Source: an optimization exercise on an open RTL-to-GDS flow (aim: small area, a short achievable clock period and few clock cycles). Production flows keep margins and buffers that such runs may drop.
Where RTL was checked, it was by simulation tests only, not by an equivalence proof against the original.
The RTL of runs 2 to 6 was laid out without a check of its function.
No activity file was given, so power comes from the tool's default toggle rates.

==> flow/design.v <==
module stupid_NN_layer1(
input clk,
input reset_n,
input waitrequest,
input ready,
input readdatavalid,
input [15:0] readdata,
output chipselect,
output [1:0] byteenable,
output reg done,
output reg read_n,
output reg write_n,
output reg [15:0] writedata,
output reg [31:0] address
);
localparam WAIT_READY_ST    = 4'd0;
localparam READY_ST         = 4'd1;
localparam READ_WEIGHT_ST   = 4'd2;
localparam WAIT_WEIGHT_ST   = 4'd3;
localparam READ_PIX_ST      = 4'd4;
localparam WAIT_PIX_ST      = 4'd5;
localparam CALC_ST          = 4'd6;
localparam WRITE_NODE_ST    = 4'd7;
localparam IDLE_ST          = 4'd8;
localparam RESET_ST         = 4'd9;
localparam CONTINUE_ST      = 4'd10;
localparam BASE_ADDR_WEIGHT = 32'hF1C492;
localparam BASE_ADDR_PIX = 32'h28292;
localparam BASE_ADDR_NODE = 32'h132A2;
reg [31:0] address_weight;
reg [31:0] address_pix;
reg [31:0] address_node;
reg [3:0] State;
reg [10:0] count_pix;
reg [8:0] count_node;
assign chipselect = 1;
assign byteenable = 2'b11;
reg signed [31:0] sum;
reg signed [15:0] weight;
reg signed [15:0] pix;
reg signed [3:0] psum0;
reg signed [3:0] psum1;
reg signed [3:0] psum2;
reg signed [3:0] psum3;
reg [16:0]  Timer;
localparam MAX_COUNT_TIMER          = 17'd100000;
always @(posedge clk) begin
  if (!reset_n || State == RESET_ST) begin State <= WAIT_READY_ST; end
  else begin
    case(State)
      WAIT_READY_ST:  begin State <= (Timer > MAX_COUNT_TIMER)   ? READY_ST : WAIT_READY_ST; end
      READY_ST:       begin State <= (ready)                     ? READ_WEIGHT_ST : READY_ST; end
      READ_WEIGHT_ST: begin State <= (!waitrequest)              ? WAIT_WEIGHT_ST : READ_WEIGHT_ST; end
      WAIT_WEIGHT_ST: begin State <= (readdatavalid)             ? READ_PIX_ST : WAIT_WEIGHT_ST; end
      READ_PIX_ST:    begin State <= (!waitrequest)              ? WAIT_PIX_ST : READ_PIX_ST; end
      WAIT_PIX_ST:    begin State <= (readdatavalid)             ? CALC_ST : WAIT_PIX_ST; end
      CALC_ST:        begin State <= (count_pix < 196)           ? READ_WEIGHT_ST : WRITE_NODE_ST; end
      WRITE_NODE_ST:  begin State <= (!waitrequest)              ? CONTINUE_ST : WRITE_NODE_ST; end
      CONTINUE_ST:    begin State <= (count_node < 200)          ? READ_WEIGHT_ST : IDLE_ST; end
      IDLE_ST:        begin State <= (!ready) ? READY_ST : IDLE_ST; end
      RESET_ST:       begin State <= IDLE_ST; end
      default:        begin State <= RESET_ST; end
    endcase
  end
end
always @ (posedge clk) begin
    if (!reset_n || State == RESET_ST || State == IDLE_ST)  begin
        Timer <= 0;
        address_weight  <= BASE_ADDR_WEIGHT;
        address_pix     <= BASE_ADDR_PIX;
        address_node    <= BASE_ADDR_NODE;
        count_pix       <= 0;
        count_node      <= 0;
        sum             <= 0;
        weight          <= 0;
        pix             <= 0;
    end
    else begin
        Timer <= (State == WAIT_READY_ST) ? Timer + 17'd1 : 17'b0;
        if      (State == IDLE_ST)                              begin address_weight <= BASE_ADDR_WEIGHT; end
        else if (State == WAIT_WEIGHT_ST && readdatavalid)      begin address_weight <= address_weight + 32'h2; end
        else                                                    begin address_weight <= address_weight; end
        if      (State == CONTINUE_ST)                          begin address_pix <= BASE_ADDR_PIX; end
        else if (State == WAIT_PIX_ST && readdatavalid)         begin address_pix <= address_pix + 32'h2; end
        else                                                    begin address_pix <= address_pix; end
        if      (State == IDLE_ST)                              begin address_node <= BASE_ADDR_NODE; end
        else if (State == WRITE_NODE_ST && !waitrequest)        begin address_node <= address_node + 32'h2; end
        else                                                    begin address_node <= address_node; end
        if      (State == WAIT_PIX_ST && readdatavalid) begin count_pix <= count_pix + 11'd1; end
        else if (State == WRITE_NODE_ST)                begin count_pix <= 0; end
        else                                            begin count_pix <= count_pix; end
        if      (State == IDLE_ST)                              begin count_node <= 0; end
        else if (State == WRITE_NODE_ST && !waitrequest)        begin count_node <= count_node + 9'd1; end
        else                                                    begin count_node <= count_node; end
        if      (State == CALC_ST) begin
            sum <= sum + {{28{psum3[3]}}, psum3} + {{28{psum2[3]}}, psum2} + {{28{psum1[3]}}, psum1} + {{28{psum0[3]}}, psum0};
        end
        else if   (State == CONTINUE_ST)            begin sum <= 0; end
        else                                        begin sum <= sum; end
        weight  <= (State == WAIT_WEIGHT_ST && readdatavalid)   ? readdata : weight;
        pix     <= (State == WAIT_PIX_ST && readdatavalid)      ? readdata : pix;
    end  
end
always @ (*) begin
    done    = (State == IDLE_ST)                                     ? 1'b1 : 1'b0;
    read_n  = (State == READ_WEIGHT_ST || State == READ_PIX_ST)      ? 1'b0 : 1'b1;
    write_n = (State == WRITE_NODE_ST)                               ? 1'b0 : 1'b1;
    if        (State == READ_WEIGHT_ST || State == WAIT_WEIGHT_ST)   begin address = address_weight; end
    else if   (State == READ_PIX_ST || State == WAIT_PIX_ST)         begin address = address_pix; end
    else                                                             begin address = address_node; end
    psum0 = (State == CALC_ST && (pix[15] == 1'b1 || pix[14] == 1'b1 || pix[13] == 1'b1 || pix[12] == 1'b1)) ? weight[15:12] : 4'd0;
    psum1 = (State == CALC_ST && (pix[11] == 1'b1 || pix[10] == 1'b1 || pix[9] == 1'b1 || pix[8] == 1'b1)) ? weight[11:8] : 4'd0;
    psum2 = (State == CALC_ST && (pix[7] == 1'b1 || pix[6] == 1'b1 || pix[5] == 1'b1 || pix[4] == 1'b1)) ? weight[7:4] : 4'd0;
    psum3 = (State == CALC_ST && (pix[3] == 1'b1 || pix[2] == 1'b1 || pix[1] == 1'b1 || pix[0] == 1'b1)) ? weight[3:0] : 4'd0;
    writedata = sum[15:0];
end
endmodule
==> flow/run.sh <==
#!/bin/bash
# synth_recipe.tcl (not shown) runs the flow's synth.tcl, then flattens the netlist and writes it again
# the make line also repeats each setting of config.mk as NAME=value (left out here)
make -C /OpenROAD-flow-scripts/flow DESIGN_CONFIG=/design/flow/config.mk WORK_HOME=/design/flow/orfs CLKGATE_MAP_FILE= SYNTH_SCRIPT=/design/flow/synth_recipe.tcl finish
==> flow/config.mk <==
export PLATFORM = sky130hd
export DESIGN_NAME = stupid_NN_layer1
export DESIGN_NICKNAME = stupid_NN_layer1
export VERILOG_FILES = /design/flow/design.v
export SDC_FILE = /design/flow/constraint.sdc
export NUM_CORES = 4
export LEC_CHECK = 0
export CAP_MARGIN = 20
export CORE_MARGIN = 2
export CORE_UTILIZATION = 40
export SLEW_MARGIN = 20
==> flow/constraint.sdc <==
create_clock -name core_clock -period 5.0 [get_ports {clk}]
set_input_delay 1.0000 -clock core_clock [delete_from_list [all_inputs] [get_ports {clk}]]
set_output_delay 1.0000 -clock core_clock [all_outputs]
set_load 0.01 [all_outputs]
==> out/qor.log, run 1 <==
INFO  sta            setup_skew=0.00935ns
INFO  synthesis      count_of_flip_flops_with_a_built_in_enable_after_synthesis=0
INFO  synthesis      ys_top_cells_by_area=sky130_fd_sc_hd__dfxtp_1 (35%), sky130_fd_sc_hd__nand2_1 (6.7%), sky130_fd_sc_hd__fa_1 (6.2%)
INFO  critical_path  crit_path_max_fanout=4
INFO  synthesis      synthDistinctLibCells=65
INFO  floorplan      floorplan.initialDensity=40.3%
INFO  critical_path  worst-setup-path-type=flip-flop to flip-flop
INFO  synthesis      post-synth-top-count-cell=sky130_fd_sc_hd__nand2_1
INFO  placement      routabilityCongestion=0.838
INFO  layout         num-nets-final=1403
INFO  layout         post_route_cells_drive_above_1_share=5.57%
INFO  global_routing global_route.usage.total=18.2%
INFO  global_routing grt_first_pass_wirelength=39400um
INFO  synthesis      synth_largest_area_cell=sky130_fd_sc_hd__dfxtp_1
INFO  sta            worstMarginPinSlew=1.01ns
INFO  critical_path  critPathLaunchType=flip-flop
INFO  min_path       timing.hold.worst_path_depth=2
INFO  synthesis      top_cell_types_by_occurrence_after_synthesis=sky130_fd_sc_hd__nand2_1 (186), sky130_fd_sc_hd__dfxtp_1 (182), sky130_fd_sc_hd__nor2_1 (133), sky130_fd_sc_hd__a21oi_1 (77), sky130_fd_sc_hd__inv_1 (76)
INFO  critical_path  critical_path.reg2reg.startpoint=pix[8]
INFO  run_status     run_status=timing/DRC/antenna clean
INFO  critical_path  worst-r2r-setup-slack=0.32ns
INFO  sta            grt_setup_unrepaired=false
INFO  synthesis      syn-mean-instance-area=8.25um^2
INFO  placement      post-dp-hpwl=17300um
INFO  flow_run       max_cap_violations=0
INFO  floorplan      die_height=165um
INFO  synthesis      yosys-mux-area-fraction=3.29%
INFO  sta            max-slew-margin-rel=32.8%
INFO  sta            finalSetupViolCount=0
INFO  global_routing first_global_vias=7875
INFO  route          postRouteWirelength=24000um
INFO  synthesis      synth_fa_ha_area_share=10.4%
INFO  clocking       clk_path_buf_depth=2
INFO  critical_path  worstSetupEndpointType=flip-flop
INFO  power_and_ir_drop power.total=2.87mW
INFO  sta            max_freq=0.214GHz
INFO  synthesis      combinational_family_with_the_most_area_after_synthesis=simple AND/OR/NAND/NOR gates
INFO  sta            timing_max_transition_violations_final=0
INFO  placement      portbufs=70
INFO  route          drt-initial-drc-count=534
INFO  floorplan      floorplan.die.width=165um
INFO  clocking       tritoncts_num_sinks=182
INFO  critical_path  critical_path.reg2reg.endpoint=sum[13]
INFO  clocking       cts_inserted_buffers=17
INFO  min_path       hold_path_startpoint=pix[3]
INFO  synthesis      primary_flip_flop_cell_chosen_by_synthesis_mapping=sky130_fd_sc_hd__dfxtp_1
INFO  global_routing grt_antenna_before_repair=2
INFO  clocking       cts_max_level=4
INFO  power_and_ir_drop ir_worst_vdd=226uV
INFO  clocking       clock_insertion_delay_at_the_later_pin_of_the_skew_report=0.43ns
INFO  floorplan      num_rows=59
INFO  layout         p_r_area_growth_vs_syn=15.6%
INFO  global_routing grt_max_degree=66
INFO  critical_path  worstPathArrival=5.01ns
INFO  clocking       root_buffer_master=sky130_fd_sc_hd__clkbuf_16
INFO  clocking       clkSlewWorstSetupHoldPaths=0.07ns
INFO  route          num_vias=8423
INFO  min_path       min_to=pix[3]
INFO  clocking       cts_tree=built
INFO  synthesis      yosys.area_share.xor_xnor=10.3%
INFO  route          drc_errors=0
INFO  route          routed_via_density=5.06
INFO  clocking       postCtsHoldBufs=0
INFO  power_and_ir_drop total_leakage_power=4.94nW
INFO  sta            finalHoldViolations=0
INFO  power_and_ir_drop pwr_density_cell=238nW/um^2
INFO  synthesis      yosys_warnings=1
INFO  clocking       postCtsSetupRepairBufs=0
INFO  critical_path  rr_worst_depth=16
INFO  sta            fin_crit_sh=93.7%
INFO  route          detailed_router_iteration_count_before_antenna_repair=5
INFO  synthesis      asyncSetResetFlopFracSynth=0%
INFO  route          avgRoutedWirePerCell=14.4um
INFO  floorplan      dieArea=27300um^2
INFO  floorplan      core_area=25800um^2
INFO  synthesis      syn_inst=1262
INFO  synthesis      ys_ff_latch=182
INFO  synthesis      post_synth_and_or_nand_nor_area_fraction=24.3%
INFO  sta            finalSetupTns=0ns
INFO  synthesis      yosysTopAreaCellShare=35.0%
INFO  sta            finalWorstPathRequiredPeriod=4.68ns
INFO  floorplan      number_of_ports_placed_on_the_die_boundary=75
INFO  synthesis      mappedNetlistArea=10400um^2
INFO  critical_path  critical_path_required=5.33ns
INFO  synthesis      synth_compound_gate_area_share=11.7%
INFO  global_routing grt.overflow.total=0
INFO  min_path       worst_hold_path_type=flip-flop to flip-flop
INFO  synthesis      yosysSeqAreaShare=35.0%
INFO  route          postRouteAntennaNets=0
routing by layer:
| metal | wire, um | GRT usage [%] | vias up |
|---|---|---|---|
| met5 | 7 | 0 | - |
| met4 | 159 | 3.96 | 2 |
| met3 | 785 | 3.57 | 12 |
| met2 | 11200 | 30.5 | 115 |
| met1 | 11900 | 24.5 | 3945 |
| li1 | - | - | 4349 |
worst max path at each step:
| stage | from | to | slack, ns | depth (start not counted) |
|---|---|---|---|---|
| after global placement | pix[8] | sum[13] | 0.27 | 16 |
| after detailed placement | pix[8] | sum[13] | 0.20 | 16 |
| final | pix[8] | sum[13] | 0.32 | 16 |
| after global routing | State[3] | sum[14] | 0.05 | 17 |
| after floorplan | State[0] | sum[14] | 0.30 | 19 |
| after CTS | pix[8] | sum[13] | 0.20 | 16 |
critical path, stage by stage, from the launching register on:
cell and delay [ns]:
sky130_fd_sc_hd__dfxtp_1 0.31, sky130_fd_sc_hd__or4_1 0.56, sky130_fd_sc_hd__and2_1 0.19, sky130_fd_sc_hd__nand2_1 0.08, sky130_fd_sc_hd__fa_1 0.44, sky130_fd_sc_hd__fa_1 0.52, sky130_fd_sc_hd__fa_1 0.54, sky130_fd_sc_hd__inv_1 0.04
sky130_fd_sc_hd__ha_1 0.22, sky130_fd_sc_hd__fa_1 0.43, sky130_fd_sc_hd__a211oi_1 0.28, sky130_fd_sc_hd__nor2_1 0.13, sky130_fd_sc_hd__o22ai_2 0.27, sky130_fd_sc_hd__o21ai_0 0.12, sky130_fd_sc_hd__a21oi_1 0.18, sky130_fd_sc_hd__xnor2_1 0.08
sky130_fd_sc_hd__a22o_1 0.19
logic make-up after synthesis:
group | Yosys count
and+or+nand+nor | 517
adders and majority gates | 67
other | 2
buffers and inverters | 131
xor gates and xnor gates | 121
DFF | 182
muxes | 34
AOI/OAI and AO/OA | 208
power breakdown:
| part | switching [mW] | total (mW) | internal [mW] |
|---|---|---|---|
| combinational | 0.0393 | 0.0593 | 0.0201 |
| sequential | 0.00240 | 1.45 | 1.45 |
| clock | 0.603 | 1.36 | 0.754 |
sequential cells by signal, summed over array words and instances, names as in the netlist:
signal          count
address_pix        31
count_node          9
State               4
address_node       31
count_pix          11
address_weight     31
Timer              17
weight             16
pix                16
sum                16
layout by cell type (no fill, tap or decap), types with 8 or more instances in the layout:
cell type and instances:
sky130_fd_sc_hd__nand2_1 184, sky130_fd_sc_hd__dfxtp_1 182, sky130_fd_sc_hd__nor2_1 133, sky130_fd_sc_hd__a21oi_1 77
sky130_fd_sc_hd__inv_1 76, sky130_fd_sc_hd__clkdlybuf4s50_1 70, sky130_fd_sc_hd__o21ai_0 66, sky130_fd_sc_hd__xor2_1 65
sky130_fd_sc_hd__xnor2_1 55, sky130_fd_sc_hd__nand3_1 50, sky130_fd_sc_hd__ha_1 35, sky130_fd_sc_hd__mux2i_1 32
sky130_fd_sc_hd__fa_1 32, sky130_fd_sc_hd__and3_1 30, sky130_fd_sc_hd__nand4_1 22, sky130_fd_sc_hd__or3_1 19
sky130_fd_sc_hd__a21o_1 18, sky130_fd_sc_hd__clkbuf_16 17, sky130_fd_sc_hd__buf_4 16, sky130_fd_sc_hd__and2_1 12
sky130_fd_sc_hd__nor3_1 11, sky130_fd_sc_hd__and4_1 9, sky130_fd_sc_hd__a22oi_1 9, sky130_fd_sc_hd__a22o_1 8
layout make-up:
cell class,count,area (um^2)
clock inverters,14,151
repair buffers,86,821
inverters,77,289
well taps,335,419
diodes,1,2.50
clock buffers,18,439
multi-input cells,951,6280
fillers,2565,13800
flip-flops and latches,182,3640
through the flow:
stage / hold WS, ns / worst slack [ns] / cell area (um^2) / util (%) / instances
floorplan: 0.431 / 0.298 / 10400 / - / 1264
global placement: 0.440 / 0.268 / 11400 / 44.3 / 1631
detailed placement: 0.443 / 0.203 / 11400 / 44.3 / 1631
CTS: 0.452 / 0.196 / 12000 / 46.6 / 1663
global route: 0.469 / 0.0505 / 12000 / 46.6 / 1663
finish: 0.453 / 0.317 / 12000 / 46.6 / 1664
timing repair:
item / CTS / global route
hold endpoints to repair: 0 / 0
gates resized for setup: 0 / 2
endpoints found under the setup margin: 0 / 6
Testbench counts, summed over its fixed seeds: cycles 6,135,301.
==> run 2: changes to the inputs <==
==> flow/design.v (replaced) <==
module stupid_NN_layer1(
input clk,
input reset_n,
input waitrequest,
input ready,
input readdatavalid,
input [15:0] readdata,
output chipselect,
output [1:0] byteenable,
output reg done,
output reg read_n,
output reg write_n,
output reg [15:0] writedata,
output reg [31:0] address
);
localparam integer K  = 4;              
localparam integer KW = (K > 1) ? $clog2(K) : 1;
localparam integer RW = $clog2(K + 1);
localparam [22:0] WB = 23'h78E249;      
localparam [9:0]  PB = 10'h149;         
localparam [9:0]  PE = 10'h149 + 10'd196;
localparam [9:0]  NB = 10'h151;         
localparam [9:0]  NE = 10'h151 + 10'd199;
localparam [22:0] STEP_K = 23'd196;                        
localparam [22:0] STEP_J = 23'd1 - 23'd196 * (K - 1);      
assign chipselect = 1'b1;
assign byteenable = 2'b11;
reg st_boot, st_idle, st_p, st_w, st_wr, st_done;
reg rq, wq;
reg [22:0] wa;         
reg [9:0]  pa;         
reg [9:0]  na;         
reg [KW-1:0] kc;       
reg [RW-1:0] ret;      
reg [2:0]  out;        
reg [3:0]  msk;        
reg signed [5:0]  term;
reg tv;
reg signed [13:0] acc [0:K-1];
wire acc_r = rq & ~waitrequest;
wire acc_w = wq & ~waitrequest;
wire rdv   = readdatavalid;
wire k_last = (kc == K-1);
wire timer_end = wa[16] & wa[15] & wa[10] & wa[9] & wa[7] & wa[5];  
wire start = st_idle & ready;
wire node_end = (pa == PE);
wire last_grp = (na == NE);
wire n_p = start | (st_p & ~acc_r) | (st_w & acc_r & k_last & ~node_end)
         | (st_wr & acc_w & k_last & ~last_grp);
wire n_w = (st_w & ~(acc_r & k_last)) | (st_p & acc_r);
wire n_wr = (st_wr & ~(acc_w & k_last)) | (st_w & acc_r & k_last & node_end);
wire n_done = (st_done & ready) | (st_wr & acc_w & k_last & last_grp);
wire n_idle = (st_idle & ~ready) | (st_done & ~ready) | (st_boot & timer_end);
always @(posedge clk) begin
  if (!reset_n) begin
    st_boot <= 1'b1; st_idle <= 1'b0; st_p <= 1'b0; st_w <= 1'b0;
    st_wr <= 1'b0; st_done <= 1'b0; rq <= 1'b0; wq <= 1'b0;
  end else begin
    st_boot <= st_boot & ~timer_end;
    st_idle <= n_idle;
    st_p <= n_p; st_w <= n_w; st_wr <= n_wr; st_done <= n_done;
    rq <= (n_p | n_w) & ~(out[2] & out[1]);
    wq <= st_wr & ~(acc_w & k_last) & (out == 3'd0);
  end
end
wire [22:0] wstep = st_boot ? 23'd1 : ~k_last ? STEP_K : node_end ? 23'd1 : STEP_J;
always @(posedge clk) begin
  if (!reset_n) wa <= 23'd0;
  else if (st_idle) wa <= WB;
  else if (st_boot | (st_w & acc_r)) wa <= wa + wstep;
  if (st_idle | (st_wr & acc_w & k_last)) pa <= PB;
  else if (st_p & acc_r) pa <= pa + 10'd1;
  if (st_idle) na <= NB;
  else if (acc_w) na <= na + 10'd1;
  if (st_idle) kc <= 0;
  else if ((st_w & acc_r) | acc_w) kc <= k_last ? {KW{1'b0}} : kc + 1'b1;
  if (st_idle) ret <= 0;
  else if (rdv) ret <= (ret == K) ? {RW{1'b0}} : ret + 1'b1;
  if (st_boot | st_idle) out <= 3'd0;
  else out <= out + {2'b0, acc_r} - {2'b0, rdv};
end
always @(posedge clk) if (rdv && ret == 0)
  msk <= {|readdata[15:12], |readdata[11:8], |readdata[7:4], |readdata[3:0]};
wire signed [5:0] l0 = msk[0] ? {{2{readdata[3]}},  readdata[3:0]}   : 6'sd0;
wire signed [5:0] l1 = msk[1] ? {{2{readdata[7]}},  readdata[7:4]}   : 6'sd0;
wire signed [5:0] l2 = msk[2] ? {{2{readdata[11]}}, readdata[11:8]}  : 6'sd0;
wire signed [5:0] l3 = msk[3] ? {{2{readdata[15]}}, readdata[15:12]} : 6'sd0;
always @(posedge clk) begin
  tv <= rdv & (ret != 0);
  term <= (l0 + l1) + (l2 + l3);
end
wire signed [13:0] tail = tv ? acc[0] + {{8{term[5]}}, term} : 14'sd0;
integer i;
always @(posedge clk) if (tv | acc_w | st_boot) begin
  for (i = 0; i < K-1; i = i + 1) acc[i] <= acc[i+1];
  acc[K-1] <= tail;
end
always @(*) begin
  done = st_done;
  read_n = ~rq;
  write_n = ~wq;
  writedata = {{2{acc[0][13]}}, acc[0]};
  address = 32'd0;
  if (st_w)      address[23:1] = wa;
  else if (st_p) address[23:1] = {13'h0050 , pa};
  else           address[23:1] = {13'h0026 , na};
end
endmodule
==> run 2 against run 1 <==
- highest routed layer is now met4
- via count fell by 36%
- largest cell class unchanged
- synthesized cell count down 43%
- largest power group unchanged
- sequential power is essentially flat
- setup slack gained 0.58 ns
- still clean on timing, DRC and antenna
==> out/qor.log, run 2 <==
INFO  synthesis      ys_top_cells_by_area=sky130_fd_sc_hd__edfxtp_1 (26%), sky130_fd_sc_hd__dfxtp_1 (19%), sky130_fd_sc_hd__ha_1 (5.9%)
INFO  layout         largestRegisters=acc x56, wa x23
INFO  sta            fin_crit_sh=82.1%
INFO  floorplan      number_of_ports_placed_on_the_die_boundary=75
INFO  layout         num-nets-final=834
INFO  min_path       worst_hold_path_type=flip-flop to flip-flop
INFO  synthesis      yosysTopAreaCellShare=26.0%
INFO  clocking       clock_insertion_delay_at_the_later_pin_of_the_skew_report=0.42ns
INFO  placement      routabilityCongestion=0.909
INFO  power_and_ir_drop ir_worst_vdd=355uV
INFO  critical_path  worstPathArrival=4.39ns
INFO  synthesis      post-synth-top-count-cell=sky130_fd_sc_hd__dfxtp_1
INFO  clocking       cts_tree=built
INFO  sta            finalHoldViolations=0
INFO  layout         num-fill-cells=1639
INFO  layout         p_r_area_growth_vs_syn=19.2%
INFO  critical_path  critical_path_required=5.28ns
INFO  route          drt-initial-drc-count=423
INFO  route          drc_errors=0
INFO  synthesis      yosys-mux-area-fraction=2.83%
INFO  sta            max-slew-margin-rel=40.3%
INFO  floorplan      die_height=136um
INFO  sta            grt_setup_unrepaired=false
INFO  sta            finalSetupViolCount=0
INFO  floorplan      num_rows=48
INFO  placement      post-dp-hpwl=11300um
INFO  synthesis      yosys_warnings=2
INFO  global_routing grt_max_degree=57
INFO  synthesis      synth_compound_gate_area_share=12.1%
INFO  clocking       cts_inserted_buffers=17
INFO  synthesis      synth_fa_ha_area_share=9.28%
INFO  sta            finalWorstPathRequiredPeriod=4.11ns
INFO  placement      portbufs=62
INFO  global_routing met1_layer_usage_reported_by_global_route=23.7%
INFO  synthesis      count_of_flip_flops_with_a_built_in_enable_after_synthesis=60
INFO  global_routing global_route.usage.total=18.0%
INFO  global_routing grt_antenna_before_repair=0
INFO  sta            timing_max_transition_violations_final=0
INFO  layout         post_route_cells_drive_above_1_share=7.54%
INFO  global_routing grt.overflow.total=0
INFO  global_routing grt_first_pass_wirelength=25900um
INFO  critical_path  worst-setup-path-type=flip-flop to flip-flop
INFO  clocking       tritoncts_num_sinks=126
INFO  clocking       cts_max_level=4
INFO  layout         regMostFlops=acc
INFO  global_routing top_usage_layer=met2
INFO  synthesis      asyncSetResetFlopFracSynth=0%
INFO  route          avgRoutedWirePerCell=15.8um
INFO  route          postRouteAntennaNets=0
INFO  route          routed_via_density=5.33
INFO  synthesis      syn-mean-instance-area=9.64um^2
INFO  floorplan      floorplan.initialDensity=40.6%
INFO  sta            finalSetupTns=0ns
INFO  placement      placed_cells_incl_taps=975
INFO  critical_path  crit_path_max_fanout=8
INFO  synthesis      top_cell_types_by_occurrence_after_synthesis=sky130_fd_sc_hd__dfxtp_1 (66), sky130_fd_sc_hd__nand2_1 (61), sky130_fd_sc_hd__edfxtp_1 (60), sky130_fd_sc_hd__nor2_1 (56), sky130_fd_sc_hd__a21oi_1 (44)
INFO  layout         commonest_non_fill_non_tap_cell_in_the_layout=sky130_fd_sc_hd__dfxtp_1
INFO  sta            setup_skew=0.0106ns
INFO  synthesis      post_synth_and_or_nand_nor_area_fraction=20.2%
INFO  critical_path  worstSetupEndpointType=flip-flop
INFO  route          num_vias=5363
INFO  sta            whs=0.417ns
INFO  route          postRouteWirelength=15900um
INFO  clocking       clk_path_buf_depth=2
INFO  global_routing met3_usage=4.83%
INFO  route          detailed_router_iteration_count_before_antenna_repair=6
INFO  power_and_ir_drop total_leakage_power=3.27nW
INFO  synthesis      mappedNetlistArea=6940um^2
INFO  synthesis      syn_inst=720
INFO  run_status     run_status=timing/DRC/antenna clean
INFO  synthesis      combinational_family_with_the_most_area_after_synthesis=simple AND/OR/NAND/NOR gates
INFO  layout         num_antenna_cells=0
INFO  sta            worstMarginPinSlew=0.894ns
INFO  clocking       clkSlewWorstSetupHoldPaths=0.06ns
INFO  power_and_ir_drop power.total=3.38mW
INFO  flow_run       max_cap_violations=0
INFO  synthesis      ys_ff_latch=126
INFO  sta            max_freq=0.244GHz
INFO  layout         layout.cells.most_common_list=sky130_fd_sc_hd__dfxtp_1 (66), sky130_fd_sc_hd__clkdlybuf4s50_1 (62), sky130_fd_sc_hd__nand2_1 (61)
INFO  clocking       ctsResizeCount=0
INFO  synthesis      primary_flip_flop_cell_chosen_by_synthesis_mapping=sky130_fd_sc_hd__dfxtp_1
INFO  floorplan      dieArea=18400um^2
INFO  global_routing first_global_vias=5226
INFO  layout         area_used_by_multi_input_combinational_logic=3490um^2
INFO  critical_path  critPathLaunchType=flip-flop
INFO  clocking       postCtsSetupRepairBufs=0
INFO  floorplan      floorplan.die.width=136um
INFO  floorplan      core_area=17100um^2
INFO  clocking       root_buffer_master=sky130_fd_sc_hd__clkbuf_16
INFO  layout         layoutNonFillerInstCount=1007
INFO  synthesis      yosys.area_share.xor_xnor=5.05%
INFO  power_and_ir_drop pwr_density_cell=409nW/um^2
INFO  layout         final-seq-area=3120um^2
INFO  layout         largest_register_ffs=56
INFO  global_routing groute.layer.met2.usage=29.2%
INFO  synthesis      synth_largest_area_cell=sky130_fd_sc_hd__edfxtp_1
INFO  synthesis      synthDistinctLibCells=68
INFO  clocking       postCtsHoldBufs=0
INFO  synthesis      yosysSeqAreaShare=45.0%
run 2: cell count changes in the layout (fill, tap and decap cells not counted), sizes merged, moves of 21 or more:
cell,delta
a21oi,-33
dfxtp,-116
edfxtp,+60
fa,-21
inv,-32
nand2,-124
nand3,-37
nor2,-78
o21ai,-34
xnor2,-30
xor2,-50
run 2: final timing paths:
| kind | from | end | cells after the start | slack [ns] |
|---|---|---|---|---|
| min reg2reg | acc[2][12] | acc[1][12] | 0 | 0.42 |
| max reg2reg | pa[0] | wa[16] | 13 | 0.89 |
| max | pa[0] | wa[16] | 13 | 0.89 |
| min | acc[2][12] | acc[1][12] | 0 | 0.42 |
run 2: per-stage QoR:
stage               setup slack [ns]  area [um^2]  util, %
floorplan                       1.27         6980        -
global placement                1.12         7700     45.0
detailed placement             0.999         7700     45.0
CTS                            0.972         8270     48.3
global route                   0.674         8270     48.3
finish                         0.894         8270     48.3
run 2: cell type report:
type	instances	area share, %
multi-input combinational	518	42.1
sequential	126	37.7
timing repair buffer	68	8.05
clock buffer	17	5.14
tap	225	3.40
clock inverter	15	1.80
inverter	38	1.72
run 2: worst max-delay path, stage by stage, from the launching register on:
cell and delay [ns]:
sky130_fd_sc_hd__dfxtp_1 0.44, sky130_fd_sc_hd__ha_1 0.19, sky130_fd_sc_hd__or4b_4 0.49, sky130_fd_sc_hd__nor3_1 0.28
sky130_fd_sc_hd__a21oi_1 0.16, sky130_fd_sc_hd__ha_1 0.51, sky130_fd_sc_hd__a21o_1 0.24, sky130_fd_sc_hd__a21oi_1 0.06
sky130_fd_sc_hd__nor3_1 0.33, sky130_fd_sc_hd__o211ai_1 0.21, sky130_fd_sc_hd__or4b_2 0.69, sky130_fd_sc_hd__a21oi_1 0.19
sky130_fd_sc_hd__xnor2_1 0.13, sky130_fd_sc_hd__nor2_1 0.05
run 2: where the power goes:
group | internal (mW) | total (mW) | switching, mW
clock | 0.699 | 1.21 | 0.509
sequential | 1.34 | 1.44 | 0.104
combinational | 0.364 | 0.736 | 0.372
total | 2.40 | 3.38 | 0.985
run 2: per-layer routing:
layer  share of wire, %  wire (um)
met4                1.5        235
met2                 46       7380
met3                6.4       1010
met1                 46       7280
met5                  0          0
run 2: cells by family (layout without fill, tap and decap cells):
| logic type | count (synthesis) | after routing |
|---|---|---|
| AOI/OAI and AO/OA | 133 | 133 |
| xor gates and xnor gates | 40 | 40 |
| adders and majority gates | 45 | 45 |
| buffers and inverters | 86 | 138 |
| DFF | 126 | 126 |
| muxes | 19 | 19 |
| other | 2 | 12 |
| and+or+nand+nor | 269 | 269 |
==> run 3: changes to the inputs <==
--- a/flow/design.v
+++ b/flow/design.v
@@ -13,7 +13,7 @@
 output reg [15:0] writedata,
 output reg [31:0] address
 );
-localparam integer K  = 4;              
+localparam integer K  = 1;              
 localparam integer KW = (K > 1) ? $clog2(K) : 1;
 localparam integer RW = $clog2(K + 1);
 localparam [22:0] WB = 23'h78E249;      
==> run 3 against run 2 <==
- sequential share of layout area fell by 6.9 points
- still clean on timing, DRC and antenna
- total power fell by 36%
- highest routed layer unchanged
- sequential power down 43%
- flip-flop and latch count is 46 lower
==> out/qor.log, run 3 <==
INFO  sta            fin_crit_sh=67.8%
INFO  sta            timing_max_transition_violations_final=0
INFO  route          postRouteAntennaNets=0
INFO  layout         layout.cells.most_common_list=sky130_fd_sc_hd__clkdlybuf4s50_1 (62), sky130_fd_sc_hd__dfxtp_1 (62), sky130_fd_sc_hd__nand2_1 (46)
INFO  clocking       postCtsHoldBufs=0
INFO  power_and_ir_drop power_report.internal_total=1.49mW
INFO  layout         layoutNonFillerInstCount=730
INFO  critical_path  worst-setup-path-type=primary input to flip-flop
INFO  layout         regMostFlops=wa
INFO  flow_run       max_cap_violations=0
INFO  clocking       ctsResizeCount=0
INFO  route          detailed_router_iteration_count_before_antenna_repair=4
INFO  synthesis      mappedNetlistArea=4810um^2
INFO  layout         largestRegisters=wa x23, acc x14
INFO  clocking       clkSlewWorstSetupHoldPaths=0.06ns
INFO  layout         postLayoutCoreUtil=48.8%
INFO  power_and_ir_drop power.share.sequential=38.1%
INFO  sta            finalSetupTns=0ns
INFO  power_and_ir_drop power_frac_comb=32.0%
INFO  synthesis      ys_top_cells_by_area=sky130_fd_sc_hd__dfxtp_1 (26%), sky130_fd_sc_hd__edfxtp_1 (11%), sky130_fd_sc_hd__ha_1 (6.8%)
INFO  route          drt-initial-drc-count=204
INFO  critical_path  crit_path_max_fanout=2
INFO  clocking       root_buffer_master=sky130_fd_sc_hd__clkbuf_16
INFO  clocking       postCtsSetupRepairBufs=0
INFO  floorplan      floorplan.die.width=114um
INFO  clocking       cts_inserted_buffers=9
INFO  clocking       clock_insertion_delay_at_the_later_pin_of_the_skew_report=0.34ns
INFO  layout         num-nets-final=636
INFO  power_and_ir_drop ir_worst_vdd=198uV
INFO  critical_path  critPathLaunchType=primary input
INFO  power_and_ir_drop sw_frac_of_total=31.3%
INFO  critical_path  worstSetupEndpointType=flip-flop
INFO  synthesis      asyncSetResetFlopFracSynth=0%
INFO  global_routing grt_antenna_before_repair=0
INFO  sta            finalSetupViolCount=0
INFO  synthesis      primary_flip_flop_cell_chosen_by_synthesis_mapping=sky130_fd_sc_hd__dfxtp_1
INFO  synthesis      synth_largest_area_cell=sky130_fd_sc_hd__dfxtp_1
INFO  floorplan      number_of_ports_placed_on_the_die_boundary=75
INFO  synthesis      ys_ff_latch=80
INFO  clocking       clk_path_buf_depth=2
INFO  synthesis      syn_inst=523
INFO  floorplan      die_height=114um
INFO  sta            finalWorstPathRequiredPeriod=3.39ns
INFO  clocking       tritoncts_num_sinks=80
INFO  placement      placed_cells_incl_taps=714
INFO  route          routed_via_density=5.09
INFO  placement      post-dp-hpwl=7670um
INFO  synthesis      yosys-mux-area-fraction=3.12%
INFO  global_routing first_global_vias=3547
INFO  synthesis      post-synth-top-count-cell=sky130_fd_sc_hd__dfxtp_1
INFO  synthesis      yosys_warnings=2
INFO  synthesis      syn-mean-instance-area=9.20um^2
INFO  sta            setup_skew=0.00738ns
INFO  layout         num_antenna_cells=0
INFO  sta            max_freq=0.295GHz
INFO  sta            max-slew-margin-rel=47.0%
INFO  power_and_ir_drop clockPowerShare=29.9%
INFO  route          postRouteWirelength=10300um
INFO  synthesis      post_synth_and_or_nand_nor_area_fraction=22.3%
INFO  synthesis      yosysSeqAreaShare=37.0%
INFO  sta            whs=0.422ns
INFO  floorplan      dieArea=12900um^2
INFO  global_routing global_route.usage.total=16.9%
INFO  route          num_vias=3713
INFO  critical_path  worst-r2r-setup-slack=2.26ns
INFO  layout         design_area=5780um^2
INFO  placement      portbufs=62
INFO  critical_path  critical-path-slowest-cell=sky130_fd_sc_hd__fa_1
INFO  critical_path  worstPathArrival=3.62ns
INFO  synthesis      combinational_family_with_the_most_area_after_synthesis=simple AND/OR/NAND/NOR gates
INFO  synthesis      count_of_flip_flops_with_a_built_in_enable_after_synthesis=18
INFO  route          avgRoutedWirePerCell=14.1um
INFO  power_and_ir_drop pwr_density_cell=376nW/um^2
INFO  layout         largest_register_ffs=23
INFO  sta            grt_setup_unrepaired=false
INFO  min_path       worst_hold_path_type=flip-flop to flip-flop
INFO  global_routing grt_first_pass_wirelength=17300um
INFO  synthesis      synthDistinctLibCells=51
INFO  critical_path  path_common_cell=sky130_fd_sc_hd__fa_1
INFO  clocking       cts_max_level=3
INFO  critical_path  critical_path_required=5.23ns
INFO  critical_path  crit_path_cell_trace=clkdlybuf4s50_1, and2_1, fa_1, fa_1, ha_1, inv_1, fa_1, inv_1, a21o_1, a21oi_1, xnor2_1
INFO  placement      placed_cell_area=5490um^2
INFO  sta            worstMarginPinSlew=0.793ns
INFO  synthesis      yosysTopAreaCellShare=25.8%
INFO  route          drc_errors=0
INFO  placement      routabilityCongestion=0.831
INFO  synthesis      top_cell_types_by_occurrence_after_synthesis=sky130_fd_sc_hd__dfxtp_1 (62), sky130_fd_sc_hd__nand2_1 (46), sky130_fd_sc_hd__nor2_1 (37), sky130_fd_sc_hd__inv_1 (34), sky130_fd_sc_hd__xnor2_1 (28)
INFO  clocking       cts_tree=built
INFO  power_and_ir_drop total_leakage_power=2.33nW
INFO  critical_path  cpPeakStageDelay=0.55ns
INFO  floorplan      core_area=11900um^2
INFO  floorplan      num_rows=40
INFO  synthesis      yosys.area_share.xor_xnor=9.46%
INFO  synthesis      synth_compound_gate_area_share=10.1%
INFO  layout         post_route_cells_drive_above_1_share=4.12%
INFO  layout         p_r_area_growth_vs_syn=20.1%
INFO  floorplan      floorplan.initialDensity=40.6%
INFO  synthesis      synth_fa_ha_area_share=11.3%
INFO  power_and_ir_drop switchingPower=679uW
INFO  global_routing grt.overflow.total=0
INFO  sta            finalHoldViolations=0
INFO  global_routing grt_max_degree=30
INFO  run_status     run_status=timing/DRC/antenna clean
run 3: layer usage:
metal / track usage [%] / wire [um] / up-vias
met1: 22.4 / 4810 / 1748
met2: 27.5 / 4860 / 86
met5: 0 / 0 / -
met4: 3.66 / 87 / 0
li1: - / - / 1869
met3: 5.05 / 559 / 10
run 3: area by class of cell:
class                   instances  area (um^2)
multi-input cells             388         2760
fillers                      1134         6080
clock inverters                 6         60.1
inverters                      34          128
repair buffers                 65          643
well taps                     147          184
flip-flops and latches         80         1780
clock buffers                  10          229
run 3: cell families (layout without fill, tap and decap cells):
family / Yosys count / count (layout)
flip-flops: 80 / 80
buffers and inverters: 65 / 115
AO/OA/AOI/OAI: 74 / 74
multiplexers: 15 / 15
AND/OR/NAND/NOR: 198 / 198
other: 2 / 12
XOR/XNOR: 52 / 52
adder cells (fa/ha/maj): 37 / 37
run 3: final timing paths:
path,startpoint,to,cells after the start
setup / recovery,readdata[1],term[5],11
hold / removal,out[2],wq,1
setup reg to reg,msk[0],term[5],10
hold reg to reg,out[2],wq,1
run 3: metrics by stage:
step,power (mW),setup WS [ns]
2_1_floorplan,1.34,1.76
3_5_place_dp,1.54,1.25
6_report,2.17,1.61
3_3_place_gp,1.52,1.26
4_1_cts,2.21,1.61
5_1_grt,2.33,1.48
run 3: worst max-delay path, delay by kind of cell:
family,cells,cell delay (ns)
xor gates and xnor gates,1,0.12
adders and majority gates,4,1.61
AOI/OAI and AO/OA,2,0.17
and+or+nand+nor,1,0.18
buffers and inverters,3,0.53
run 3: power groups by stage:
stage                     logic (mW)  registers [mW]  clock network [mW]
after CTS                      0.701           0.831               0.673
after floorplan                0.510           0.832                   0
after detailed placement       0.697           0.845                   0
final                          0.695           0.827               0.650
after global placement         0.679           0.843                   0
after global routing           0.791           0.842               0.698
==> run 4: changes to the inputs <==
==> flow/design.v (replaced) <==
module stupid_NN_layer1(
input clk,
input reset_n,
input waitrequest,
input ready,
input readdatavalid,
input [15:0] readdata,
output chipselect,
output [1:0] byteenable,
output reg done,
output reg read_n,
output reg write_n,
output reg [15:0] writedata,
output reg [31:0] address
);
localparam [16:0] WB  = 17'h0E249;      
localparam [7:0]  PBH = 8'h52;          
localparam [7:0]  PLH = 8'h83;          
localparam [9:0]  NB  = 10'h151;        
localparam [9:0]  NE  = 10'h151 + 10'd199;
assign chipselect = 1'b1;
assign byteenable = 2'b11;
reg st_boot, st_idle, st_p, st_w, st_wr, st_done;
reg rq, wq, dr;
reg [16:0] wa;         
reg [7:0]  ph;         
reg [9:0]  na;         
reg        ret;        
reg [2:0]  out;        
reg [3:0]  msk;        
reg [15:0] ml;         
reg signed [5:0]  term;
reg signed [13:0] acc;
wire acc_r = rq & ~waitrequest;
wire acc_w = wq & ~waitrequest;
wire rdv   = readdatavalid;
wire timer_end = wa[16] & wa[15] & wa[10] & wa[9] & wa[7] & wa[5];  
wire start = st_idle & ready;
wire node_end = (ph == PLH) & (wa[1:0] == 2'd0);
wire last_node = (na == NE);
wire n_p = start | (st_p & ~acc_r) | (st_w & acc_r & ~node_end) | (st_wr & acc_w & ~last_node);
wire n_w = (st_w & ~acc_r) | (st_p & acc_r);
wire n_wr = (st_wr & ~acc_w) | (st_w & acc_r & node_end);
wire n_done = (st_done & ready) | (st_wr & acc_w & last_node);
wire n_idle = (st_idle & ~ready) | (st_done & ~ready) | (st_boot & timer_end);
always @(posedge clk) begin
  if (!reset_n) begin
    st_boot <= 1'b1; st_idle <= 1'b0; st_p <= 1'b0; st_w <= 1'b0;
    st_wr <= 1'b0; st_done <= 1'b0; rq <= 1'b0; wq <= 1'b0; dr <= 1'b0;
  end else begin
    st_boot <= st_boot & ~timer_end;
    st_idle <= n_idle;
    st_p <= n_p; st_w <= n_w; st_wr <= n_wr; st_done <= n_done;
    rq <= (n_p | n_w) & ~(out[2] & out[1]);
    dr <= st_wr & ~acc_w & (out == 3'd0);
    wq <= st_wr & ~acc_w & dr;
  end
end
always @(posedge clk) begin
  if (!reset_n) wa <= 17'd0;
  else if (st_idle) wa <= WB;
  else if (st_boot | (st_w & acc_r)) wa <= wa + 17'd1;
  if (st_idle | (st_w & acc_r & node_end)) ph <= PBH;
  else if (st_w & acc_r & (wa[1:0] == 2'd3)) ph <= ph + 8'd1;
  if (st_idle) na <= NB;
  else if (acc_w) na <= na + 10'd1;
  if (st_idle) ret <= 1'b0;
  else if (rdv) ret <= ~ret;
  if (st_boot | st_idle) out <= 3'd0;
  else out <= out + {2'b0, acc_r} - {2'b0, rdv};
end
always @(posedge clk) if (rdv & ~ret)
  msk <= {|readdata[15:12], |readdata[11:8], |readdata[7:4], |readdata[3:0]};
wire wv = rdv & ret;
always @(posedge clk) begin
  ml <= readdata & {{4{wv & msk[3]}}, {4{wv & msk[2]}}, {4{wv & msk[1]}}, {4{wv & msk[0]}}};
  term <= ($signed(ml[3:0]) + $signed(ml[7:4])) + ($signed(ml[11:8]) + $signed(ml[15:12]));
  if (start | acc_w) acc <= 14'sd0;
  else acc <= acc + term;
end
always @(*) begin
  done = st_done;
  read_n = ~rq;
  write_n = ~wq;
  writedata = {{2{acc[13]}}, acc};
  address = 32'd0;
  if (st_w)      address[23:1] = {6'h3C, wa};
  else if (st_p) address[23:1] = {13'h0050, ph, wa[1:0]};
  else           address[23:1] = {13'h0026, na};
end
endmodule
--- a/flow/config.mk
+++ b/flow/config.mk
@@ -5,7 +5,8 @@
 export SDC_FILE = /design/flow/constraint.sdc
 export NUM_CORES = 4
 export LEC_CHECK = 0
+export ABC_CLOCK_PERIOD_IN_PS = 2000
 export CAP_MARGIN = 20
 export CORE_MARGIN = 2
-export CORE_UTILIZATION = 40
+export CORE_UTILIZATION = 60
 export SLEW_MARGIN = 20
==> run 4 against run 3 <==
- setup slack improved by 0.22 ns
- highest routed layer unchanged
- critical path depth fell by 8
- cell count down 7.8%
- wire length fell by 6.8%
- largest cell class unchanged
- combinational power grew 61%
==> out/qor.log, run 4 <==
INFO  run_status     run_status=timing/DRC/antenna clean
INFO  critical_path  critical_path_required=4.00ns
INFO  critical_path  cp_top_family=flip-flops
INFO  sta            finalWorstPathRequiredPeriod=3.17ns
INFO  critical_path  worst-setup-path-type=flip-flop to output pin
INFO  sta            max_freq=0.315GHz
INFO  layout         num-nets-final=625
INFO  sta            grt_setup_unrepaired=false
INFO  floorplan      dieArea=8560um^2
INFO  layout         largest_register_ffs=17
INFO  placement      post-dp-hpwl=7100um
INFO  clocking       ctsResizeCount=0
INFO  floorplan      num_rows=32
INFO  clocking       clkSlewWorstSetupHoldPaths=0.08ns
INFO  floorplan      number_of_ports_placed_on_the_die_boundary=75
INFO  power_and_ir_drop ir_worst_vdd=245uV
INFO  synthesis      ys_top_cells_by_area=sky130_fd_sc_hd__dfxtp_1 (36%), sky130_fd_sc_hd__ha_1 (6.9%), sky130_fd_sc_hd__fa_1 (4.7%)
INFO  sta            finalSetupTns=0ns
INFO  min_path       timing.hold.worst_path_depth=2
INFO  critical_path  rr_worst_depth=11
INFO  critical_path  cpPeakStageDelay=0.75ns
INFO  critical_path  crit_path_cell_trace=nor2b_1, a21o_1, clkdlybuf4s50_1
INFO  placement      pre_cts_ws=1.95ns
INFO  clocking       postCtsSetupRepairBufs=0
INFO  synthesis      yosysTopAreaCellShare=35.8%
INFO  layout         post_route_cells_drive_above_1_share=4.20%
INFO  synthesis      asyncSetResetFlopFracSynth=0%
INFO  synthesis      ys_ff_latch=88
INFO  power_and_ir_drop pwr_density_cell=462nW/um^2
INFO  global_routing global_route.usage.total=23.9%
INFO  layout         layout.cells.most_common_list=sky130_fd_sc_hd__dfxtp_1 (84), sky130_fd_sc_hd__clkdlybuf4s50_1 (60), sky130_fd_sc_hd__nand2_1 (48)
INFO  route          drt-initial-drc-count=124
INFO  clocking       clk_path_buf_depth=2
INFO  synthesis      post-synth-top-count-cell=sky130_fd_sc_hd__dfxtp_1
INFO  synthesis      syn_inst=515
INFO  critical_path  cp_num_buf_inv=1
INFO  min_path       min_to=wq
INFO  critical_path  crit_path_max_fanout=12
INFO  critical_path  critical_path.reg2reg.startpoint=ml[1]
INFO  global_routing grt_max_degree=34
INFO  critical_path  worstPathArrival=2.17ns
INFO  layout         commonest_non_fill_non_tap_cell_in_the_layout=sky130_fd_sc_hd__dfxtp_1
INFO  layout         p_r_area_growth_vs_syn=16.3%
INFO  synthesis      yosys_warnings=1
INFO  sta            fin_crit_sh=63.5%
INFO  layout         area_used_by_multi_input_combinational_logic=2580um^2
INFO  flow_run       max_cap_violations=0
INFO  clocking       cts_tree=built
INFO  power_and_ir_drop total_leakage_power=2.28nW
INFO  synthesis      mappedNetlistArea=4700um^2
INFO  critical_path  critical_path.reg2reg.endpoint=term[5]
INFO  clocking       root_buffer_master=sky130_fd_sc_hd__clkbuf_8
INFO  route          postRouteAntennaNets=0
INFO  power_and_ir_drop power.total=2.52mW
INFO  floorplan      floorplan.die.width=92.5um
INFO  layout         num_antenna_cells=0
INFO  sta            setup_skew=0.00754ns
INFO  global_routing grt_first_pass_wirelength=16300um
INFO  clocking       cts_inserted_buffers=9
INFO  layout         final-seq-area=1800um^2
INFO  critical_path  worstSetupEndpointType=output pin
INFO  synthesis      yosysSeqAreaShare=38.3%
INFO  layout         num-fill-cells=653
INFO  sta            finalHoldViolations=0
INFO  clocking       clock_insertion_delay_at_the_later_pin_of_the_skew_report=0.36ns
INFO  min_path       hold_path_startpoint=dr
INFO  synthesis      top_cell_types_by_occurrence_after_synthesis=sky130_fd_sc_hd__dfxtp_1 (84), sky130_fd_sc_hd__nand2_1 (48), sky130_fd_sc_hd__inv_1 (40), sky130_fd_sc_hd__nor2_1 (39), sky130_fd_sc_hd__a21oi_1 (33)
INFO  global_routing grt_antenna_before_repair=0
INFO  synthesis      primary_flip_flop_cell_chosen_by_synthesis_mapping=sky130_fd_sc_hd__dfxtp_1
INFO  route          routed_via_density=5.36
INFO  route          num_vias=3607
INFO  synthesis      syn-mean-instance-area=9.13um^2
INFO  floorplan      floorplan.initialDensity=61.5%
INFO  clocking       tritoncts_num_sinks=88
INFO  route          drc_errors=0
INFO  sta            setup_slack=1.83ns
INFO  critical_path  worst-r2r-setup-slack=2.52ns
INFO  sta            worstMarginPinSlew=0.654ns
INFO  route          detailed_router_iteration_count_before_antenna_repair=4
INFO  critical_path  critical-path-slowest-cell=sky130_fd_sc_hd__dfxtp_1
INFO  floorplan      die_height=92.5um
INFO  floorplan      core_area=7650um^2
INFO  placement      portbufs=60
INFO  synthesis      synthDistinctLibCells=52
INFO  synthesis      synth_largest_area_cell=sky130_fd_sc_hd__dfxtp_1
INFO  layout         largestRegisters=wa x17, ml x16, acc x14
INFO  route          postRouteWirelength=9600um
INFO  sta            max-slew-margin-rel=56.3%
INFO  min_path       worst_hold_path_type=flip-flop to flip-flop
INFO  clocking       postCtsHoldBufs=0
INFO  placement      routabilityCongestion=0.851
INFO  global_routing grt.overflow.total=0
INFO  route          avgRoutedWirePerCell=14.3um
INFO  clocking       cts_max_level=3
INFO  sta            finalSetupViolCount=0
INFO  critical_path  critPathLaunchType=flip-flop
INFO  layout         regMostFlops=wa
INFO  global_routing first_global_vias=3482
INFO  sta            timing_max_transition_violations_final=0
INFO  synthesis      count_of_flip_flops_with_a_built_in_enable_after_synthesis=4
==> run 4: changes by cell type in the layout (fill, tap and decap cells not counted), moves of 9 or more <==
cell                        delta
sky130_fd_sc_hd__nand2b_1     -10
sky130_fd_sc_hd__clkbuf_8     +10
sky130_fd_sc_hd__xnor2_1      -10
sky130_fd_sc_hd__clkbuf_16     -9
sky130_fd_sc_hd__dfxtp_1      +22
sky130_fd_sc_hd__o21a_1        -9
sky130_fd_sc_hd__a21oi_1      +13
sky130_fd_sc_hd__edfxtp_1     -14
==> run 4: worst max path at each step <==
stage                       end         from  cells past startpoint  slack [ns]
global route        address[17]         st_p                      3        1.70
finish              address[15]         st_p                      3        1.83
global placement         out[2]  waitrequest                      9        2.02
detailed placement       out[2]  waitrequest                      9        1.95
floorplan                out[2]  waitrequest                      8        2.56
CTS                 address[13]         st_w                      3        1.55
==> run 4: metrics by stage <==
| step | instance area (um^2) | instances | util, % | hold WS (ns) |
|---|---|---|---|---|
| 2_1_floorplan | 4750 | 527 | - | 0.394 |
| 3_3_place_gp | 5260 | 657 | 68.8 | 0.400 |
| 3_5_place_dp | 5260 | 657 | 68.8 | 0.404 |
| 4_1_cts | 5450 | 672 | 71.3 | 0.417 |
| 5_1_grt | 5470 | 673 | 71.5 | 0.453 |
| 6_report | 5470 | 673 | 71.5 | 0.413 |
==> run 4: layer usage <==
metal  global-route usage [%]  wire length [um]  share of wire, %  vias to the layer above
li1                         -                 -                 -                     1807
met2                     37.7              4460                46                      108
met4                     9.20               169               1.8                        0
met5                        0                 0                 0                        -
met3                     4.88               448               4.7                       14
met1                     32.5              4520                47                     1678
==> run 4: cell type report <==
| cell class | count | area share (%) |
|---|---|---|
| inverters | 40 | 2.75 |
| repair buffers | 61 | 11.3 |
| multi-input cells | 367 | 47.3 |
| clock inverters | 3 | 0.778 |
| flip-flops and latches | 88 | 33.0 |
| well taps | 102 | 2.33 |
| clock buffers | 12 | 2.66 |
==> run 4: cell families after synthesis <==
logic type                 Yosys count  synth area share [%]
AOI/OAI and AO/OA                   78                  11.2
and+or+nand+nor                    184                  20.7
adders and majority gates           37                  11.6
buffers and inverters               72                  7.67
muxes                               11                  2.34
xor gates and xnor gates            43                  8.01
other                                2                 0.160
DFF                                 88                  38.3
==> run 4: power breakdown <==
group / leakage, nW / total (mW) / internal, mW / switching (mW)
Combinational: 1.47 / 1.12 / 0.530 / 0.590
Clock: 0.0925 / 0.487 / 0.242 / 0.245
Sequential: 0.718 / 0.916 / 0.835 / 0.0808
Total: 2.28 / 2.52 / 1.61 / 0.916
==> run 4: tightest hold or removal path, cell delays in order (launching register included) <==
cell and delay (ns):
sky130_fd_sc_hd__dfxtp_1 0.30, sky130_fd_sc_hd__inv_1 0.04, sky130_fd_sc_hd__nor2_1 0.03
==> run 5: changes to the inputs <==
--- a/flow/config.mk
+++ b/flow/config.mk
@@ -5,8 +5,7 @@
 export SDC_FILE = /design/flow/constraint.sdc
 export NUM_CORES = 4
 export LEC_CHECK = 0
-export ABC_CLOCK_PERIOD_IN_PS = 2000
 export CAP_MARGIN = 20
 export CORE_MARGIN = 2
-export CORE_UTILIZATION = 60
+export CORE_UTILIZATION = 40
 export SLEW_MARGIN = 20
==> run 5 against run 4 <==
- critical path type unchanged
- wire length up 2.6%
- setup slack worse by 0.059 ns
- sequential power about the same
- register-to-register slack worse by 0.02 ns
- worst hold slack better by 0.0031 ns
- core utilization down 22 points
- still clean
==> out/qor.log, run 5 <==
INFO  synthesis      synth_largest_area_cell=sky130_fd_sc_hd__dfxtp_1
INFO  clocking       cts_tree=built
INFO  min_path       worst_hold_path_type=flip-flop to flip-flop
INFO  global_routing global_route.usage.total=16.3%
INFO  min_path       timing.hold.worst_path_depth=2
INFO  floorplan      floorplan.initialDensity=41.0%
INFO  layout         p_r_area_growth_vs_syn=20.3%
INFO  critical_path  critical_path.reg2reg.endpoint=term[5]
INFO  route          num_vias=3636
INFO  sta            max-slew-margin-rel=45.9%
INFO  synthesis      ys_ff_latch=88
INFO  critical_path  crit_path_max_fanout=23
INFO  sta            timing_max_transition_violations_final=0
INFO  placement      pre_cts_ws=1.96ns
INFO  layout         largest_register_ffs=17
INFO  sta            finalWorstPathRequiredPeriod=3.23ns
INFO  clocking       clk_path_buf_depth=2
INFO  critical_path  timing.critical_path.to=address[16]
INFO  route          drc_errors=0
INFO  global_routing grt_first_pass_wirelength=16500um
INFO  clocking       root_buffer_master=sky130_fd_sc_hd__clkbuf_16
INFO  floorplan      num_rows=39
INFO  synthesis      syn-mean-instance-area=9.13um^2
INFO  layout         num-nets-final=625
INFO  synthesis      count_of_flip_flops_with_a_built_in_enable_after_synthesis=4
INFO  power_and_ir_drop pwr_density_cell=488nW/um^2
INFO  sta            max_freq=0.309GHz
INFO  layout         design_area=5660um^2
INFO  route          postRouteAntennaNets=0
INFO  layout         commonest_non_fill_non_tap_cell_in_the_layout=sky130_fd_sc_hd__dfxtp_1
INFO  critical_path  worstPathArrival=2.23ns
INFO  power_and_ir_drop ir_worst_vdd=330uV
INFO  critical_path  critPathLaunchType=flip-flop
INFO  sta            grt_setup_unrepaired=false
INFO  sta            whs=0.416ns
INFO  route          detailed_router_iteration_count_before_antenna_repair=6
INFO  sta            finalHoldViolations=0
INFO  sta            finalSetupViolCount=0
INFO  power_and_ir_drop total_leakage_power=2.34nW
INFO  synthesis      primary_flip_flop_cell_chosen_by_synthesis_mapping=sky130_fd_sc_hd__dfxtp_1
INFO  sta            setup_slack=1.77ns
INFO  global_routing grt_max_degree=24
INFO  clocking       cts_inserted_buffers=9
INFO  route          drt-initial-drc-count=108
INFO  floorplan      core_area=11500um^2
INFO  synthesis      mappedNetlistArea=4700um^2
INFO  global_routing grt_antenna_before_repair=0
INFO  floorplan      number_of_ports_placed_on_the_die_boundary=75
INFO  critical_path  critical-path-slowest-cell=sky130_fd_sc_hd__dfxtp_1
INFO  critical_path  worst-setup-path-type=flip-flop to output pin
INFO  synthesis      asyncSetResetFlopFracSynth=0%
INFO  run_status     run_status=timing/DRC/antenna clean
INFO  critical_path  rr_worst_depth=11
INFO  floorplan      dieArea=12600um^2
INFO  synthesis      top_cell_types_by_occurrence_after_synthesis=sky130_fd_sc_hd__dfxtp_1 (84), sky130_fd_sc_hd__nand2_1 (48), sky130_fd_sc_hd__inv_1 (40), sky130_fd_sc_hd__nor2_1 (39), sky130_fd_sc_hd__a21oi_1 (33)
INFO  layout         num_antenna_cells=0
INFO  global_routing grt.overflow.total=0
INFO  sta            worstMarginPinSlew=0.810ns
INFO  synthesis      synthDistinctLibCells=52
INFO  layout         post_route_cells_drive_above_1_share=4.55%
INFO  placement      portbufs=60
INFO  placement      placed_cell_area=5320um^2
INFO  critical_path  timing.critical_path.from=st_w
INFO  global_routing first_global_vias=3491
INFO  layout         regMostFlops=wa
INFO  clocking       clkSlewWorstSetupHoldPaths=0.07ns
INFO  synthesis      yosysTopAreaCellShare=35.8%
INFO  layout         largestRegisters=wa x17, ml x16, acc x14
INFO  sta            setup_skew=0.00807ns
INFO  critical_path  worst-r2r-setup-slack=2.50ns
INFO  critical_path  cpPeakStageDelay=0.84ns
INFO  clocking       clock_insertion_delay_at_the_later_pin_of_the_skew_report=0.34ns
INFO  synthesis      post-synth-top-count-cell=sky130_fd_sc_hd__dfxtp_1
INFO  route          routed_via_density=5.09
INFO  synthesis      ys_top_cells_by_area=sky130_fd_sc_hd__dfxtp_1 (36%), sky130_fd_sc_hd__ha_1 (6.9%), sky130_fd_sc_hd__fa_1 (4.7%)
INFO  critical_path  critical_path_required=4.00ns
INFO  clocking       postCtsHoldBufs=0
INFO  sta            finalSetupTns=0ns
INFO  route          avgRoutedWirePerCell=13.8um
INFO  placement      post-dp-hpwl=7500um
INFO  floorplan      floorplan.die.width=112um
INFO  route          postRouteWirelength=9860um
INFO  floorplan      die_height=112um
INFO  clocking       postCtsSetupRepairBufs=0
INFO  clocking       tritoncts_num_sinks=88
INFO  clocking       ctsResizeCount=0
INFO  critical_path  crit_path_cell_trace=nor2b_1, a21oi_1, clkdlybuf4s50_1
INFO  clocking       cts_max_level=3
INFO  critical_path  worstSetupEndpointType=output pin
INFO  critical_path  critical_path.reg2reg.startpoint=ml[1]
INFO  placement      routabilityCongestion=0.848
INFO  layout         layout.cells.most_common_list=sky130_fd_sc_hd__dfxtp_1 (84), sky130_fd_sc_hd__clkdlybuf4s50_1 (60), sky130_fd_sc_hd__nand2_1 (48)
INFO  synthesis      yosysSeqAreaShare=38.3%
INFO  synthesis      syn_inst=515
INFO  synthesis      yosys_warnings=1
INFO  flow_run       max_cap_violations=0
INFO  sta            fin_crit_sh=64.6%
-- run 5: changes by cell type in the layout (fill, tap and decap cells not counted), sizes merged --
cell	delta
clkinvlp	-1
bufinv	+1
clkinv	+1
-- run 5: stage by stage --
stage,util [%],cells,power [mW]
2_1_floorplan,-,527,1.73
3_3_place_gp,46.4,699,2.00
3_5_place_dp,46.4,699,2.03
4_1_cts,49.3,715,2.78
5_1_grt,49.3,715,2.98
6_report,49.3,715,2.76
-- run 5: worst min path at each step --
stage / start / end / slack (ns)
after global placement: dr / wq / 0.40
after detailed placement: dr / wq / 0.41
after floorplan: dr / wq / 0.39
final: dr / wq / 0.42
after global routing: dr / wq / 0.45
after CTS: dr / wq / 0.42
-- run 5: cell families after synthesis --
logic type	Yosys count	synth area share [%]
fa+ha+maj	37	11.6
simple gates	184	20.7
compound gates	78	11.2
flops	88	38.3
buf+inv	72	7.67
xor+xnor	43	8.01
other cells	2	0.160
mux	11	2.34
-- run 5: area by class of cell --
class                   count  area (um^2)
fillers                  1084         5810
multi-input cells         367         2580
flip-flops and latches     88         1800
repair buffers             61          608
clock buffers              12          256
well taps                 143          179
inverters                  40          150
clock inverters             4         77.6
-- run 5: report_power, final --
part	total, mW	internal [mW]	switching [mW]
clock network	0.746	0.467	0.279
registers	0.917	0.836	0.0808
logic	1.10	0.529	0.569
-- run 5: critical path, delay by kind of cell, from the launching register on --
family / cells / cell delay (ns)
and+or+nand+nor: 1 / 0.29
buffers and inverters: 1 / 0.55
DFF: 1 / 0.84
AOI/OAI and AO/OA: 1 / 0.20
-- run 5: layer usage --
metal | vias to the layer above | track usage, % | part of all wire, %
met5 | - | 0 | 0
met1 | 1720 | 21.6 | 47
met4 | 0 | 7.64 | 1.8
met2 | 82 | 26.2 | 47
li1 | 1823 | - | -
met3 | 11 | 2.59 | 3.8
==> run 6: changes to the inputs <==
--- a/flow/config.mk
+++ b/flow/config.mk
@@ -5,7 +5,9 @@
 export SDC_FILE = /design/flow/constraint.sdc
 export NUM_CORES = 4
 export LEC_CHECK = 0
+export ABC_CLOCK_PERIOD_IN_PS = 2000
 export CAP_MARGIN = 20
 export CORE_MARGIN = 2
 export CORE_UTILIZATION = 40
+export SETUP_SLACK_MARGIN = 3.0
 export SLEW_MARGIN = 20
==> run 6 against run 5 <==
- non-clock buffer count is 36 higher
- clock-buffer cell count decreased by 1
- combinational power is essentially flat
- sequential share of layout area is 2.0 points lower
- register-to-register slack gained 0.12 ns
- total power is 2.6% lower
- design area rose by 8.3%
- largest cell class unchanged
- critical path type unchanged
- flip-flop and latch count unchanged
- via count grew 2.8%
- synthesized cell count unchanged
- clock skew is 0.0038 ns lower
==> out/qor.log, run 6 <==
INFO  run_status     run_status=timing/DRC/antenna clean
INFO  clocking       clock_insertion_delay_at_the_later_pin_of_the_skew_report=0.34ns
INFO  layout         regMostFlops=wa
INFO  layout         post_route_cells_drive_above_1_share=23.0%
INFO  power_and_ir_drop pwr_density_cell=439nW/um^2
INFO  sta            whs=0.407ns
INFO  route          avgRoutedWirePerCell=14.3um
INFO  route          postRouteAntennaNets=0
INFO  floorplan      num_rows=39
INFO  critical_path  crit_path_max_fanout=4
INFO  floorplan      number_of_ports_placed_on_the_die_boundary=75
INFO  power_and_ir_drop ir_worst_vdd=287uV
INFO  synthesis      asyncSetResetFlopFracSynth=0%
INFO  critical_path  critPathLaunchType=flip-flop
INFO  synthesis      yosysSeqAreaShare=38.3%
INFO  synthesis      syn-mean-instance-area=9.13um^2
INFO  sta            finalWorstPathRequiredPeriod=2.45ns
INFO  clocking       clk_path_buf_depth=2
INFO  critical_path  cpPeakStageDelay=0.40ns
INFO  synthesis      ys_top_cells_by_area=sky130_fd_sc_hd__dfxtp_1 (36%), sky130_fd_sc_hd__ha_1 (6.9%), sky130_fd_sc_hd__fa_1 (4.7%)
INFO  sta            setup_skew=0.00423ns
INFO  synthesis      primary_flip_flop_cell_chosen_by_synthesis_mapping=sky130_fd_sc_hd__dfxtp_1
INFO  route          drt-initial-drc-count=152
INFO  global_routing first_global_vias=3522
INFO  critical_path  path_depth=4
INFO  min_path       hold_path_startpoint=dr
INFO  critical_path  critical-path-slowest-cell=sky130_fd_sc_hd__dfxtp_4
INFO  critical_path  timing.critical_path.from=st_p
INFO  sta            grt_setup_unrepaired=true
INFO  synthesis      ys_ff_latch=88
INFO  clocking       tritoncts_num_sinks=88
INFO  route          detailed_router_iteration_count_before_antenna_repair=4
INFO  synthesis      synth_compound_gate_area_share=11.2%
INFO  sta            fin_crit_sh=48.9%
INFO  critical_path  critical_path.reg2reg.endpoint=term[5]
INFO  sta            finalSetupViolCount=0
INFO  clocking       root_buffer_master=sky130_fd_sc_hd__clkbuf_16
INFO  min_path       worst_hold_path_type=flip-flop to flip-flop
INFO  clocking       cts_inserted_buffers=9
INFO  synthesis      synth_largest_area_cell=sky130_fd_sc_hd__dfxtp_1
INFO  placement      portbufs=60
INFO  layout         num-nets-final=662
INFO  sta            max_freq=0.409GHz
INFO  critical_path  worst-r2r-setup-slack=2.62ns
INFO  route          postRouteWirelength=10800um
INFO  global_routing grt_antenna_before_repair=0
INFO  layout         p_r_area_growth_vs_syn=30.3%
INFO  global_routing grt_max_degree=15
INFO  sta            finalHoldViolations=0
INFO  layout         largest_register_ffs=17
INFO  synthesis      synthDistinctLibCells=52
INFO  layout         design_area=6120um^2
INFO  critical_path  worstSetupEndpointType=output pin
INFO  synthesis      yosysTopAreaCellShare=35.8%
INFO  global_routing grt_first_pass_wirelength=17400um
INFO  critical_path  cp_num_buf_inv=2
INFO  global_routing grt.overflow.total=0
INFO  route          drc_errors=0
INFO  synthesis      post_synth_and_or_nand_nor_area_fraction=20.7%
INFO  sta            timing_max_transition_violations_final=0
INFO  synthesis      top_cell_types_by_occurrence_after_synthesis=sky130_fd_sc_hd__dfxtp_1 (84), sky130_fd_sc_hd__nand2_1 (48), sky130_fd_sc_hd__inv_1 (40), sky130_fd_sc_hd__nor2_1 (39), sky130_fd_sc_hd__a21oi_1 (33)
INFO  clocking       clkSlewWorstSetupHoldPaths=0.06ns
INFO  route          routed_via_density=4.98
INFO  sta            max-slew-margin-rel=62.3%
INFO  placement      placed_cell_area=5340um^2
INFO  floorplan      floorplan.die.width=112um
INFO  route          num_vias=3739
INFO  critical_path  critical_path.reg2reg.startpoint=ml[1]
INFO  synthesis      yosys_warnings=1
INFO  flow_run       max_cap_violations=0
INFO  layout         commonest_non_fill_non_tap_cell_in_the_layout=sky130_fd_sc_hd__dfxtp_1
## run 6: worst reg2reg max path, stage by stage, from the launching register on
cell	delay [ns]
sky130_fd_sc_hd__dfxtp_2	0.32
sky130_fd_sc_hd__inv_2	0.03
sky130_fd_sc_hd__fa_1	0.54
sky130_fd_sc_hd__fa_1	0.40
sky130_fd_sc_hd__inv_1	0.07
sky130_fd_sc_hd__ha_2	0.18
sky130_fd_sc_hd__inv_2	0.04
sky130_fd_sc_hd__fa_2	0.34
sky130_fd_sc_hd__inv_1	0.06
sky130_fd_sc_hd__a21o_1	0.11
sky130_fd_sc_hd__a21oi_2	0.06
sky130_fd_sc_hd__xnor2_1	0.12
## run 6: area by class of cell
cell class | count | area, um^2
clock buffers | 11 | 243
clock inverters | 4 | 45.0
fillers | 1034 | 5340
inverters | 40 | 150
multi-input cells | 368 | 2780
flip-flops and latches | 88 | 1830
well taps | 143 | 179
repair buffers | 97 | 898
## run 6: layer usage
layer	wire [um]	global-route usage (%)	part of all wire (%)
met1	5090	23.2	47
met3	402	3.35	3.7
met5	0	0	0
met2	5120	27.9	48
met4	141	5.45	1.3
## run 6: logic make-up after synthesis
| group | after synthesis |
|---|---|
| fa+ha+maj | 37 |
| xor+xnor | 43 |
| flops | 88 |
| simple gates | 184 |
| other cells | 2 |
| buf+inv | 72 |
| compound gates | 78 |
| mux | 11 |
## run 6: worst min path at each step
stage	end	slack, ns	cells after the start
after global placement	wq	0.40	2
final	wq	0.41	2
after CTS	wq	0.41	2
after global routing	wq	0.42	2
after floorplan	wq	0.39	2
after detailed placement	wq	0.41	2
## run 6: repair_timing
item	CTS	global route
setup endpoints to repair	94	51
gates resized for setup	188	32
pin swaps	12	9
setup buffers	31	5
cloned	2	0
## run 6: power breakdown
part | switching, mW | total, mW | internal, mW
sequential | 0.0802 | 0.920 | 0.840
clock | 0.266 | 0.661 | 0.395
combinational | 0.595 | 1.11 | 0.513
## run 6: stage by stage
stage | setup WS, ns | utilization (%) | power (mW) | std cells
floorplan | 2.58 | - | 1.74 | 527
global placement | 2.02 | 46.5 | 2.01 | 698
detailed placement | 1.96 | 46.5 | 2.04 | 698
CTS | 2.56 | 52.3 | 2.68 | 746
global route | 2.51 | 53.4 | 2.90 | 751
finish | 2.55 | 53.4 | 2.69 | 751

Setup slack of run 6, layout unchanged: 2.555 ns with ideal ports, 2.520 ns with driving cells assumed (clock clkbuf_16, inputs buf_2), 2.397 ns with port delays also shifted by the 0.368 ns mid clock arrival.
